Context: an optimization exercise on an open-source flow, tuned for small area. The choices shown serve that exercise and are no tape-out recipe. At most, simulation tests tie the RTL to the original design; equivalence was not proved. Only the layout flow was run in run 2; the RTL was not checked for function there.

**design.v**
```verilog
`default_nettype none
`timescale 1 ns / 1 ps
module axis_fir (
    input  wire               clk,
    input  wire               aresetn,
    input  wire               accept,       
    input  wire               upd,          
    input  wire        [75:1] live,         
    input  wire        [15:0] din,
    output logic       [23:0] acc
);
    logic [15:0] r [1:75];
    always_ff @(posedge clk) begin
        if (accept) begin
            r[1] <= din;
            for (int k = 2; k < 76; k = k + 1) r[k] <= r[k-1];
        end
    end
    function automatic [15:0] pm(input logic l, input logic [15:0] v);
        pm = l ? v : 16'd0;
    endfunction
    function automatic [15:0] nm(input logic l, input logic [15:0] v);
        nm = l ? ~v : 16'hffff;
    endfunction
    wire [15:0] p21 = pm(live[21], r[21]), p23 = pm(live[23], r[23]), p25 = pm(live[25], r[25]);
    wire [15:0] p26 = pm(live[26], r[26]), p27 = pm(live[27], r[27]), p28 = pm(live[28], r[28]);
    wire [15:0] p29 = pm(live[29], r[29]), p30 = pm(live[30], r[30]), p31 = pm(live[31], r[31]);
    wire [15:0] p33 = pm(live[33], r[33]), p34 = pm(live[34], r[34]), p63 = pm(live[63], r[63]);
    wire [15:0] p67 = pm(live[67], r[67]), p74 = pm(live[74], r[74]);
    wire [15:0] n1  = nm(live[1],  r[1]),  n8  = nm(live[8],  r[8]),  n12 = nm(live[12], r[12]);
    wire [15:0] n41 = nm(live[41], r[41]), n42 = nm(live[42], r[42]), n44 = nm(live[44], r[44]);
    wire [15:0] n45 = nm(live[45], r[45]), n46 = nm(live[46], r[46]), n47 = nm(live[47], r[47]);
    wire [15:0] n48 = nm(live[48], r[48]), n49 = nm(live[49], r[49]), n50 = nm(live[50], r[50]);
    wire [15:0] n52 = nm(live[52], r[52]), n54 = nm(live[54], r[54]), n75 = nm(live[75], r[75]);
    function automatic [16:0] e17(input logic [15:0] v); e17 = {v[15], v}; endfunction
    function automatic [17:0] e18(input logic [16:0] v); e18 = {v[16], v}; endfunction
    function automatic [18:0] e19(input logic [17:0] v); e19 = {v[17], v}; endfunction
    function automatic [19:0] e20(input logic [18:0] v); e20 = {v[18], v}; endfunction
    function automatic [20:0] e21(input logic [19:0] v); e21 = {v[19], v}; endfunction
    wire [16:0] a1, a2, a3, a4, a5, a6, a7, a8, a9, a10, a11, a12, a13, a14;
    rca #(17) l1a (.a(e17(p21)), .b(e17(n1)),  .ci(1'b1), .s(a1));
    rca #(17) l1b (.a(e17(p23)), .b(e17(n8)),  .ci(1'b1), .s(a2));
    rca #(17) l1c (.a(e17(p25)), .b(e17(n12)), .ci(1'b1), .s(a3));
    rca #(17) l1d (.a(e17(p26)), .b(e17(n41)), .ci(1'b1), .s(a4));
    rca #(17) l1e (.a(e17(p27)), .b(e17(n42)), .ci(1'b1), .s(a5));
    rca #(17) l1f (.a(e17(p28)), .b(e17(n44)), .ci(1'b1), .s(a6));
    rca #(17) l1g (.a(e17(p29)), .b(e17(n45)), .ci(1'b1), .s(a7));
    rca #(17) l1h (.a(e17(p30)), .b(e17(n46)), .ci(1'b1), .s(a8));
    rca #(17) l1i (.a(e17(p31)), .b(e17(n47)), .ci(1'b1), .s(a9));
    rca #(17) l1j (.a(e17(p33)), .b(e17(n48)), .ci(1'b1), .s(a10));
    rca #(17) l1k (.a(e17(p34)), .b(e17(n49)), .ci(1'b1), .s(a11));
    rca #(17) l1l (.a(e17(p63)), .b(e17(n50)), .ci(1'b1), .s(a12));
    rca #(17) l1m (.a(e17(p67)), .b(e17(n52)), .ci(1'b1), .s(a13));
    rca #(17) l1n (.a(e17(p74)), .b(e17(n54)), .ci(1'b1), .s(a14));
    wire [17:0] b1, b2, b3, b4, b5, b6, b7, b8;
    rca #(18) l2a (.a(e18(a1)),  .b(e18(a2)),  .ci(1'b0), .s(b1));
    rca #(18) l2b (.a(e18(a3)),  .b(e18(a4)),  .ci(1'b0), .s(b2));
    rca #(18) l2c (.a(e18(a5)),  .b(e18(a6)),  .ci(1'b0), .s(b3));
    rca #(18) l2d (.a(e18(a7)),  .b(e18(a8)),  .ci(1'b0), .s(b4));
    rca #(18) l2e (.a(e18(a9)),  .b(e18(a10)), .ci(1'b0), .s(b5));
    rca #(18) l2f (.a(e18(a11)), .b(e18(a12)), .ci(1'b0), .s(b6));
    rca #(18) l2g (.a(e18(a13)), .b(e18(a14)), .ci(1'b0), .s(b7));
    assign b8 = {{2{n75[15]}}, n75};
    wire [18:0] c1, c2, c3, c4;
    rca #(19) l3a (.a(e19(b1)), .b(e19(b2)), .ci(1'b0), .s(c1));
    rca #(19) l3b (.a(e19(b3)), .b(e19(b4)), .ci(1'b0), .s(c2));
    rca #(19) l3c (.a(e19(b5)), .b(e19(b6)), .ci(1'b0), .s(c3));
    rca #(19) l3d (.a(e19(b7)), .b(e19(b8)), .ci(1'b1), .s(c4));
    wire [19:0] d1, d2;
    rca #(20) l4a (.a(e20(c1)), .b(e20(c2)), .ci(1'b0), .s(d1));
    rca #(20) l4b (.a(e20(c3)), .b(e20(c4)), .ci(1'b0), .s(d2));
    wire [20:0] f1, dsum;
    rca #(21) l5a (.a(e21(d1)), .b(e21(d2)), .ci(1'b0), .s(f1));
    rca #(21) l6a (.a(f1), .b({{5{din[15]}}, din}), .ci(1'b0), .s(dsum));
    logic [20:0] dreg;
    always_ff @(posedge clk) dreg <= dsum;
    wire [23:0] accn;
    rca #(24) la (.a(acc), .b({{3{dreg[20]}}, dreg}), .ci(1'b0), .s(accn));
    always_ff @(posedge clk) begin
        if (!aresetn) acc <= 24'd0;
        else if (upd) acc <= accn;
    end
endmodule
`default_nettype wire
`default_nettype none
`timescale 1 ns / 1 ps
module rca #(
    parameter integer W = 8
)(
    input  wire [W-1:0] a,
    input  wire [W-1:0] b,
    input  wire         ci,
    output wire [W-1:0] s
);
    wire [W:0] c;
    assign c[0] = ci;
    genvar j;
    generate for (j = 0; j < W; j = j + 1) begin : bit_
        assign s[j]   = a[j] ^ b[j] ^ c[j];
        assign c[j+1] = (a[j] & b[j]) | (c[j] & (a[j] ^ b[j]));
    end endgenerate
endmodule
module cordic #(
    parameter integer I = 2,
    parameter integer W = 33,
    parameter integer WO = W     
)(
    input  wire          clk,
    input  wire [W-1:0]  x,
    input  wire [W-1:0]  y,
    output logic [WO-1:0] xo,
    output logic [WO-1:0] yo
);
    wire s = y[W-1];
    wire [W-1:0] t = $signed(y) >>> I;
    wire [W-1:0] u;
    wire c;
    generate if (W == 33) begin : g_signed
        assign u = $signed(x) >>> I;
        assign c = x[W-1] & (|x[I-1:0]);
    end else begin : g_unsigned
        assign u = x >> I;
        assign c = 1'b0;
    end endgenerate
    wire nzy = |y[I-1:0];
    wire [W-1:0] xn, yn;
    rca #(.W(W)) ax (.a(x), .b(t ^ {W{s}}),  .ci(s & ~nzy),  .s(xn));
    rca #(.W(W)) ay (.a(y), .b(u ^ {W{~s}}), .ci(~(s ^ c)),  .s(yn));
    always_ff @(posedge clk) begin
        xo <= xn[WO-1:0];
        yo <= yn[WO-1:0];
    end
endmodule
`default_nettype wire
`default_nettype none
`timescale 1 ns / 1 ps
module adsb_frontend (
    input  wire         clk,
    input  wire         aresetn,
    input  wire         s_valid,
    input  wire  [31:0] s_data,
    output logic        m_valid,
    output logic [15:0] m_mag
);
    localparam integer NST = 19;    
    wire accept = s_valid & aresetn;
    logic [6:0] cnt;
    always_ff @(posedge clk) begin
        if (!aresetn) cnt <= 7'd0;
        else if (s_valid && cnt != 7'd75) cnt <= cnt + 7'd1;
    end
    wire [75:1] live;
    genvar k;
    generate for (k = 1; k < 76; k = k + 1) begin : lv
        assign live[k] = (cnt >= k);
    end endgenerate
    logic [NST:1] vs;
    always_ff @(posedge clk) begin
        if (!aresetn) vs <= '0;
        else vs <= {vs[NST-1:1], s_valid};
    end
    assign m_valid = vs[NST];
    wire [23:0] fi, fq;
    axis_fir fir_i (.clk(clk), .aresetn(aresetn), .accept(accept), .upd(vs[1]), .live(live),
                    .din(s_data[31:16]), .acc(fi));
    axis_fir fir_q (.clk(clk), .aresetn(aresetn), .accept(accept), .upd(vs[1]), .live(live),
                    .din(s_data[15:0]), .acc(fq));
    function automatic [15:0] clip(input logic [23:0] v);
        if (!v[23] && v[22]) clip = 16'h7fff;
        else if (v[23] && !v[22]) clip = 16'h8000;
        else clip = v[22:7];
    endfunction
    wire [15:0] si = clip(fi);
    wire [15:0] sq = clip(fq);
    wire ni = si[15];
    wire nq = sq[15] & (sq != 16'h8000);
    wire [16:0] ay;
    rca #(17) u_ay (.a({1'b0, si ^ {16{ni}}}), .b(17'd0), .ci(ni), .s(ay));
    wire [17:0] axo = {{2{sq[15]}}, sq} ^ {18{nq}};    
    wire [17:0] s0n, d0n;
    rca #(18) u_s0 (.a({1'b0, ay}), .b(axo),  .ci(nq),  .s(s0n));
    rca #(18) u_d0 (.a({1'b0, ay}), .b(~axo), .ci(~nq), .s(d0n));
    logic [17:0] s0, d0;
    always_ff @(posedge clk) begin
        s0 <= s0n;
        d0 <= d0n;
    end
    wire nd = d0[17];
    wire [18:0] x2n, y2n;
    rca #(19) u_x2 (.a({s0, 1'b0}), .b({1'b0, d0 ^ {18{nd}}}), .ci(nd),  .s(x2n));
    rca #(19) u_y2 (.a({d0, 1'b0}), .b({s0[17], s0} ^ {19{~nd}}),           .ci(~nd), .s(y2n));
    logic [18:0] x2s, y2s;
    always_ff @(posedge clk) begin
        x2s <= x2n;
        y2s <= y2n;
    end
    function automatic signed [32:0] gain(input logic signed [18:0] v);
        logic signed [32:0] w;
        w = v;
        gain = (w <<< 14) + (w <<< 12) - (w <<< 9) - (w <<< 6) - (w <<< 3) + (w <<< 1);
    endfunction
    logic [32:0] x2, y2;
    always_ff @(posedge clk) begin
        x2 <= gain(x2s);
        y2 <= gain(y2s);
    end
    wire [32:0] x3, y3;
    wire [31:0] xs [4:16];
    wire [31:0] ys [4:16];
    cordic #(.I(2), .W(33), .WO(33)) st2 (.clk(clk), .x(x2), .y(y2), .xo(x3), .yo(y3));
    cordic #(.I(3), .W(33), .WO(32)) st3 (.clk(clk), .x(x3), .y(y3), .xo(xs[4]), .yo(ys[4]));
    genvar i;
    generate for (i = 4; i < 16; i = i + 1) begin : it
        cordic #(.I(i), .W(32), .WO(32)) st (.clk(clk), .x(xs[i]), .y(ys[i]), .xo(xs[i+1]), .yo(ys[i+1]));
    end endgenerate
    assign m_mag = xs[16][31:16];
endmodule
`default_nettype wire
```
**run.sh**
```bash
#!/bin/bash
# synth_recipe.tcl (not shown) runs the flow's synth.tcl, then flattens the netlist and writes it again
# the make line also repeats each setting of config.mk as NAME=value (left out here)
make -C /OpenROAD-flow-scripts/flow DESIGN_CONFIG=/design/flow/config.mk WORK_HOME=/design/flow/orfs CLKGATE_MAP_FILE= SYNTH_SCRIPT=/design/flow/synth_recipe.tcl finish
```
**config.mk**
```make
export PLATFORM = sky130hd
export DESIGN_NAME = adsb_frontend
export DESIGN_NICKNAME = adsb_frontend
export VERILOG_FILES = /design/flow/design.v
export SDC_FILE = /design/flow/constraint.sdc
export NUM_CORES = 4
export LEC_CHECK = 0
export CAP_MARGIN = 20
export CORE_MARGIN = 2
export CORE_UTILIZATION = 35
export PLACE_DENSITY = 0.45
export SLEW_MARGIN = 20
```
**constraint.sdc**
```tcl
create_clock -name core_clock -period 12.0 [get_ports {clk}]
set_input_delay 2.4000 -clock core_clock [delete_from_list [all_inputs] [get_ports {clk}]]
set_output_delay 2.4000 -clock core_clock [all_outputs]
set_load 0.01 [all_outputs]
```
==> results.yml, run 1 <==
status:
  status: "finished with violations"
  violations: "setup timing"
global_routing:
  antenna_found_initial: 16
  use_met1_pct: 20.9
  grt-ovfl-total: 0
  first_global_vias: 82912
  gr-usage-all-layers_pct: 14.6
  use_met2_pct: 23.7
  top_usage_layer: "met2"
  grt_max_degree: 189
  grt_pass1_wl_mm: 515
  use_met3_pct: 1.78
clock_tree:
  ctsHoldBuffers: 0
  cts_buffers: 398
  cts_sinks: 3504
  clockBufferDepth: 4
  clock-root-buffer: "clkbuf_16"
  htreeDepth: 5
  insertion_delay_ns: 0.98
  clk_pin_slew_worst_paths_ns: 0.06
  cts_tree: "yes"
logic_synthesis:
  ys_warn_count: 17
  ys_top_cells_by_area: "edfxtp_1 45%, fa_1 23%, dfxtp_1 14%"
  ys_async_sr_fraction_pct: 0
  ys_seq_area_share_pct: 59.1
  synth_area_per_cell_sq_um: 15.7
  synth-edff-count: 2400
  synthFlopType: "edfxtp_1"
  synth_top_area_share_pct: 45.2
  post-synth-top-count-cell: "edfxtp_1"
  netlist_top_cells_count: "2400 x edfxtp_1, 1922 x inv_1, 1862 x fa_1"
  syn_inst: 10159
  synth_top_cell_by_area: "edfxtp_1"
  synth_cell_types: 65
  synth.ff_latch_count: 3504
  synthesis.area_sq_um: 159000
worst_setup_path:
  arrival_ns: 12.84
  slowest_stage: "dfxtp_4"
  crit_type: "flip-flop to flip-flop"
  critical_path_buf_inv_count: 2
  critPathMaxStageDelay_ns: 0.37
  cp-start-kind: "flip-flop"
  cpLargestDelayFamily: "adder cells"
  end_kind: "flip-flop"
  critPathMaxFanout: 2
  path_common_cell: "fa_2"
  required_ns: 12.82
flow_run:
  cap_violations: 0
place:
  numPortBuffers: 51
  place_ws_ns: -2.63
  dp_hpwl_mm: 246
  place_congestion: 0.782
drt:
  first_iter_violations: 4275
  wirelength_mm: 333
  dr.pass1.iters: 5
  wl_per_cell_microns: 19.4
  drc: 0
  ant_nets: 0
  vias: 73141
  via_per_inst: 4.27
die:
  ioPinCount: 52
  initial_core_util_pct: 35.2
  fp-row-count: 247
  fp.dieW_microns: 679
  core_sq_um: 453000
  die_area_sq_um: 461000
  die_y_microns: 679
timing:
  maxSlewViolCount: 0
  fmax_mhz: 83.2
  setup_ws_ns: -0.0160
  worstMarginPinSlew_ns: 1.12
  maxSlewHeadroom_pct: 25.6
  rsz0062_at_grt: "yes"
  fin_crit_ns: 12.02
  final.setup_skew_ns: 0.0708
  hold_violations: 0
  totalNegativeSetupSlack_ns: -0.0263
  fin_crit_sh_pct: 100
  finalSetupViolCount: 2
  hold_slack_ns: 0.368
cells_and_area:
  fill_cells: 40840
  layout.nets: 13135
  drive_gt1_share_pct: 21.4
  area_growth_pct: 18.0
  final_util_pct: 41.5
hold_path:
  min_path_type: "flip-flop to flip-flop"
[final cells by class]
cell class / instances / area, sq um / area share (%)
inverters: 1923 / 7220 / 3.84
clock buffers: 477 / 10500 / 5.61
clock inverters: 267 / 3350 / 1.78
multi-input cells: 4544 / 61000 / 32.4
flip-flops and latches: 3504 / 94300 / 50.1
diodes: 7 / 17.5 / 0.00932
repair buffers: 443 / 4110 / 2.19
well taps: 5976 / 7480 / 3.98
[cell families after synthesis]
group / Yosys count / share of synthesized area, %
mux: 50 / 0.317
fa+ha+maj: 2287 / 26.7
buf+inv: 2111 / 4.97
xor+xnor: 678 / 3.73
compound gates: 236 / 0.976
simple gates: 1293 / 4.16
flops: 3504 / 59.1
[registers in the layout, summed over array words and instances, names as in the netlist, 21 cells and up]
signal and cells:
y2 32, st3.yo 32, it.st.yo 352, st3.xo 32, fir_i.dreg 21, fir_q.dreg 21, fir_i.acc 24, fir_q.r 1200
fir_i.r 1200, fir_q.acc 24, it.st.xo 368, x2 32, st2.xo 33, st2.yo 33
[placed cells by master (no fill, tap or decap), drive strengths merged, types with 31 or more instances in the layout]
cell type / synthesis / routed
edfxtp: 2400 / 2400
inv: 1922 / 1935
fa: 1862 / 1862
dfxtp: 1104 / 1104
nand2: 502 / 502
clkbuf: 153 / 477
ha: 424 / 424
xor2: 401 / 401
buf: 35 / 387
nor2b: 364 / 364
xnor2: 277 / 277
and2: 200 / 200
clkinv: 1 / 165
nor2: 76 / 76
a21oi: 72 / 72
bufinv: 0 / 62
o21ai: 56 / 56
clkdlybuf4s50: 0 / 50
mux2i: 47 / 47
nor3: 31 / 31
[worst reg2reg max path, delay by kind of cell (launching register included)]
family	cells	cell delay (ns)
fa+ha+maj	31	10.87
buf+inv	2	0.24
xor+xnor	3	0.41
flops	1	0.37
[worst paths after layout]
check	from	endpoint	slack, ns	cells past startpoint
max	st2.yo[32]	st3.yo[31]	-0.02	36
min	fir_q.r[11][12]	fir_q.r[12][12]	0.37	0
max reg2reg	st2.yo[32]	st3.yo[31]	-0.02	36
min reg2reg	fir_q.r[11][12]	fir_q.r[12][12]	0.37	0
[through the flow]
stage	area, sq um	instances
5_1_grt	188000	17137
2_1_floorplan	159000	10159
3_5_place_dp	169000	16329
6_report	188000	17141
3_3_place_gp	169000	16329
4_1_cts	187000	17117
[routing by layer]
layer	part of all wire (%)	wire length, microns
met2	47	158000
met5	0.0066	22
met1	47	156000
met3	3.1	10300
met4	2.5	8300
[repair_timing]
item,in CTS,in global routing
buffers inserted,46,20
setup endpoints to repair,166,69
resized for setup,1191,237
gates cloned,6,0
pin swaps,492,327
==> inputs of run 2 (changes only) <==
==> design.v (replaced) <==
`default_nettype none
`timescale 1 ns / 1 ps
module axis_fir (
    input  wire               clk,
    input  wire               aresetn,
    input  wire               accept,       
    input  wire               upd,          
    input  wire        [75:0] live,         
    input  wire        [15:0] din,
    output logic signed [23:0] acc
);
    logic [15:0] r [0:75];
    always_ff @(posedge clk) begin
        if (accept) begin
            r[0] <= din;
            for (int k = 1; k < 76; k = k + 1) r[k] <= r[k-1];
        end
    end
    wire signed [23:0] m [0:75];
    genvar k;
    generate for (k = 0; k < 76; k = k + 1) begin : mk
        assign m[k] = live[k] ? {{8{r[k][15]}}, r[k]} : 24'sd0;
    end endgenerate
    logic signed [23:0] pos, neg;
    assign pos = m[0] + m[21] + m[23] + m[25] + m[26] + m[27] + m[28] + m[29]
               + m[30] + m[31] + m[33] + m[34] + m[63] + m[67] + m[74];
    assign neg = m[1] + m[8] + m[12] + m[41] + m[42] + m[44] + m[45] + m[46]
               + m[47] + m[48] + m[49] + m[50] + m[52] + m[54] + m[75];
    always_ff @(posedge clk) begin
        if (!aresetn) acc <= 24'sd0;
        else if (upd) acc <= acc + pos - neg;
    end
endmodule
`default_nettype wire
`default_nettype none
`timescale 1 ns / 1 ps
module cordic #(
    parameter integer I = 1
)(
    input  wire               clk,
    input  wire signed [32:0] x,
    input  wire signed [32:0] y,
    output logic signed [32:0] xo,
    output logic signed [32:0] yo
);
    wire s = y[32];
    wire signed [32:0] t = y >>> I;
    wire signed [32:0] u = x >>> I;
    wire nzy = |y[I-1:0];
    wire nzx = |x[I-1:0];
    wire c   = x[32] & nzx;
    always_ff @(posedge clk) begin
        xo <= x + (s ? ~t : t) + {32'd0, s & ~nzy};
        yo <= y + (s ? u : ~u) + {32'd0, s ? c : ~c};
    end
endmodule
`default_nettype wire
`default_nettype none
`timescale 1 ns / 1 ps
module adsb_frontend (
    input  wire         clk,
    input  wire         aresetn,
    input  wire         s_valid,
    input  wire  [31:0] s_data,
    output logic        m_valid,
    output logic [15:0] m_mag
);
    localparam integer NST = 19;    
    wire accept = s_valid & aresetn;
    logic [6:0] cnt;
    always_ff @(posedge clk) begin
        if (!aresetn) cnt <= 7'd0;
        else if (s_valid && cnt != 7'd76) cnt <= cnt + 7'd1;
    end
    wire [75:0] live;
    genvar k;
    generate for (k = 0; k < 76; k = k + 1) begin : lv
        assign live[k] = (cnt > k);
    end endgenerate
    logic [NST:1] vs;
    always_ff @(posedge clk) begin
        if (!aresetn) vs <= '0;
        else vs <= {vs[NST-1:1], s_valid};
    end
    assign m_valid = vs[NST];
    logic signed [23:0] fi, fq;
    axis_fir fir_i (.clk(clk), .aresetn(aresetn), .accept(accept), .upd(vs[1]), .live(live),
                    .din(s_data[31:16]), .acc(fi));
    axis_fir fir_q (.clk(clk), .aresetn(aresetn), .accept(accept), .upd(vs[1]), .live(live),
                    .din(s_data[15:0]), .acc(fq));
    function automatic logic signed [15:0] clip(input logic signed [23:0] v);
        logic signed [16:0] sv;
        sv = v[23:7];
        if (sv > 17'sd32767) clip = 16'sh7fff;
        else if (sv < -17'sd32768) clip = 16'sh8000;
        else clip = sv[15:0];
    endfunction
    wire signed [15:0] si = clip(fi);
    wire signed [15:0] sq = clip(fq);
    wire signed [17:0] ax = (sq[15] && sq != 16'sh8000) ? -{{2{sq[15]}}, sq} : {{2{sq[15]}}, sq};
    wire signed [17:0] ay = si[15] ? -{{2{si[15]}}, si} : {{2{si[15]}}, si};
    logic signed [17:0] sum0, dif0;
    always_ff @(posedge clk) begin
        sum0 <= ay + ax;
        dif0 <= ay - ax;
    end
    function automatic logic signed [32:0] gain(input logic signed [17:0] v);
        logic signed [32:0] w;
        w = v;
        gain = (w <<< 15) + (w <<< 13) - (w <<< 10) - (w <<< 7) - (w <<< 4) + (w <<< 2);
    endfunction
    logic signed [32:0] x1, y1;
    always_ff @(posedge clk) begin
        x1 <= gain(sum0);
        y1 <= gain(dif0);
    end
    wire signed [32:0] xs [1:16];
    wire signed [32:0] ys [1:16];
    assign xs[1] = x1;
    assign ys[1] = y1;
    genvar i;
    generate for (i = 1; i < 16; i = i + 1) begin : it
        cordic #(.I(i)) st (.clk(clk), .x(xs[i]), .y(ys[i]), .xo(xs[i+1]), .yo(ys[i+1]));
    end endgenerate
    assign m_mag = xs[16][31:16];
endmodule
`default_nettype wire
==> run 2 against run 1 <==
Against the previous run:
- the run now finishes clean
- sequential share of layout area decreased by 4.6 points
- fmax is 21% higher
- final cell count rose by 32%
- die area grew 17%
- global-route usage rose by 2.8 points
- wire length rose by 42%
- clock skew is 0.043 ns higher
- flip-flop and latch count up 35
==> results.yml, run 2 <==
global_routing:
  top_usage_layer: "met2"
  first_global_vias: 112075
  grt_pass1_wl_mm: 717
  gr-usage-all-layers_pct: 17.4
  grt_max_degree: 199
  use_met2_pct: 28.7
  grt-ovfl-total: 0
  use_met1_pct: 24.8
  antenna_found_initial: 32
  use_met3_pct: 2.04
timing:
  maxSlewHeadroom_pct: 13.2
  final.setup_skew_ns: 0.113
  hold_violations: 0
  worstMarginPinSlew_ns: 1.30
  setup_ws_ns: 2.07
  totalNegativeSetupSlack_ns: 0
  fin_crit_sh_pct: 82.8
  rsz0062_at_grt: "no"
  fin_crit_ns: 9.93
  finalSetupViolCount: 0
  maxSlewViolCount: 0
  fmax_mhz: 101
cells_and_area:
  drive_gt1_share_pct: 5.41
  area_growth_pct: 12.4
  layout_common_cells: "2432 x edfxtp_1, 1436 x inv_1, 1206 x fa_1"
  fill_cells: 50563
  final_common_cell: "edfxtp_1"
  multiInputGateArea_sq_um: 84800
  layout.nets: 17530
  regArea_sq_um: 95200
  reg_top3: "fir_i.r x1216, fir_q.r x1216, it.st.xo x476"
  final_util_pct: 39.5
drt:
  wl_per_cell_microns: 20.9
  via_per_inst: 4.85
  wirelength_mm: 473
  vias: 109699
  first_iter_violations: 7648
  drc: 0
  ant_nets: 0
  dr.pass1.iters: 5
logic_synthesis:
  ys_async_sr_fraction_pct: 0
  netlist_top_cells_count: "2432 x edfxtp_1, 1437 x inv_1, 1206 x fa_1"
  synth_cell_types: 101
  synthFlopType: "edfxtp_1"
  ys_warn_count: 18
  syn_inst: 15026
  synth_top_cell_by_area: "edfxtp_1"
  synthesis.area_sq_um: 186000
  synth_area_per_cell_sq_um: 12.4
  synth.ff_latch_count: 3539
  ys_seq_area_share_pct: 51.1
  synth_top_area_share_pct: 39.2
  post-synth-top-count-cell: "edfxtp_1"
  ys_top_cells_by_area: "edfxtp_1 39%, fa_1 13%, dfxtp_1 12%"
  synth-edff-count: 2432
clock_tree:
  insertion_delay_ns: 1.03
  htreeDepth: 5
  cts_resized: 0
  ctsHoldBuffers: 0
  cts_buffers: 406
  clockBufferDepth: 4
  clock-root-buffer: "clkbuf_16"
  post_cts_buffers: 0
  clk_pin_slew_worst_paths_ns: 0.06
  cts_tree: "yes"
  cts_sinks: 3539
die:
  fp-row-count: 267
  initial_core_util_pct: 35.2
  fp.dieW_microns: 733
  die_area_sq_um: 538000
  die_y_microns: 733
  core_sq_um: 530000
  ioPinCount: 52
worst_setup_path:
  required_ns: 12.91
  cp-start-kind: "flip-flop"
  crit_type: "flip-flop to flip-flop"
  end_kind: "flip-flop"
  critPathMaxFanout: 23
  arrival_ns: 10.85
  worst-r2r-cell-count: 26
hold_path:
  min_path_type: "flip-flop to flip-flop"
  min_path_cells: 0
place:
  numPortBuffers: 51
  dp_hpwl_mm: 357
  place_ws_ns: 1.99
  place_congestion: 0.814
flow_run:
  cap_violations: 0
status:
  status: "no timing/DRC/antenna violations"
## run 2: changes by cell type in the layout (fill, tap and decap cells not counted), moves of 241 or more
cell,previous run,this run
inv_1,1890,1436
o21ai_0,42,288
buf_4,325,84
and2_1,193,517
fa_1,690,1206
nand2_1,498,866
nor2_1,52,695
xnor2_1,272,994
a21o_1,27,330
a21oi_1,52,753
ha_1,412,1005
fa_2,1172,0
## run 2: final timing paths
kind                        from        endpoint  slack (ns)
setup / recovery          cnt[2]   fir_i.acc[20]        2.07
hold reg to reg   fir_i.r[15][0]  fir_i.r[16][0]        0.36
setup reg to reg          cnt[2]   fir_i.acc[20]        2.07
hold / removal    fir_i.r[15][0]  fir_i.r[16][0]        0.36
## run 2: kinds of logic after synthesis
| logic type | synth area share [%] |
|---|---|
| AOI/OAI and AO/OA | 8.96 |
| adders and majority gates | 19.7 |
| other | 0.00201 |
| and+or+nand+nor | 8.96 |
| muxes | 0.230 |
| xor gates and xnor gates | 7.50 |
| buffers and inverters | 3.51 |
| DFF | 51.1 |
## run 2: metrics by stage
stage / hold WS [ns] / std cells / area [sq um]
global route: 0.378 / 22618 / 209000
detailed placement: 0.405 / 21869 / 196000
floorplan: 0.400 / 15027 / 186000
global placement: 0.400 / 21869 / 196000
CTS: 0.355 / 22616 / 209000
finish: 0.364 / 22624 / 209000
## run 2: worst max-delay path, stage by stage (launching register included)
cell and delay, ns:
dfxtp_1 0.73, o21ai_1 0.43, o21ai_4 0.59, a21boi_4 0.59, buf_4 0.51, and2_1 0.23
fa_1 0.45, fa_1 0.51, fa_1 0.58, fa_1 0.45, fa_1 0.52, fa_1 0.43
fa_1 0.46, fa_1 0.50, inv_1 0.04, ha_1 0.19, inv_1 0.09, fa_1 0.19
nor2b_1 0.06, o21ai_1 0.16, a21oi_1 0.18, o2111a_1 0.31, o31ai_1 0.57, o21ai_1 0.23
a31oi_1 0.31, mux2_1 0.36, o311ai_1 0.08
## run 2: cell type report
type	count	area share (%)
inverters	1442	2.59
clock buffers	507	5.21
well taps	6994	4.18
multi-input cells	9747	40.5
flip-flops and latches	3539	45.5
clock inverters	240	1.36
diodes	7	0.00837
repair buffers	148	0.663
## run 2: metal layers
metal	up-vias	wire length [microns]
met4	0	9130
met2	1722	222000
met1	54734	225000
met5	-	0
li1	52744	-
met3	499	17100

[separate check: timing with driven ports]
The results above use ideal ports. As a check the final layouts listed here were re-extracted and re-timed, cells and wires unchanged. Step 1: set_driving_cell puts a clkbuf_16 on clk and a buf_2 on each other input, an assumption about the parent block. Step 2 times the ports against the registers' clock, not the clock port: input delays grow and output delays shrink by t, the midpoint of the rising clock arrivals with the driver on. Three values: ideal ports, drivers, drivers and shift; two values: the first two.
| run | t, ns | slack for setup (ns) | clock arrival spread, ns |
|---|---|---|---|
| run 1 | 1.054 | -0.016 / -0.016 / -0.016 | 0.077 / 0.077 |
| run 2 | 1.086 | 2.068 / 2.068 / 2.068 | 0.124 / 0.124 |
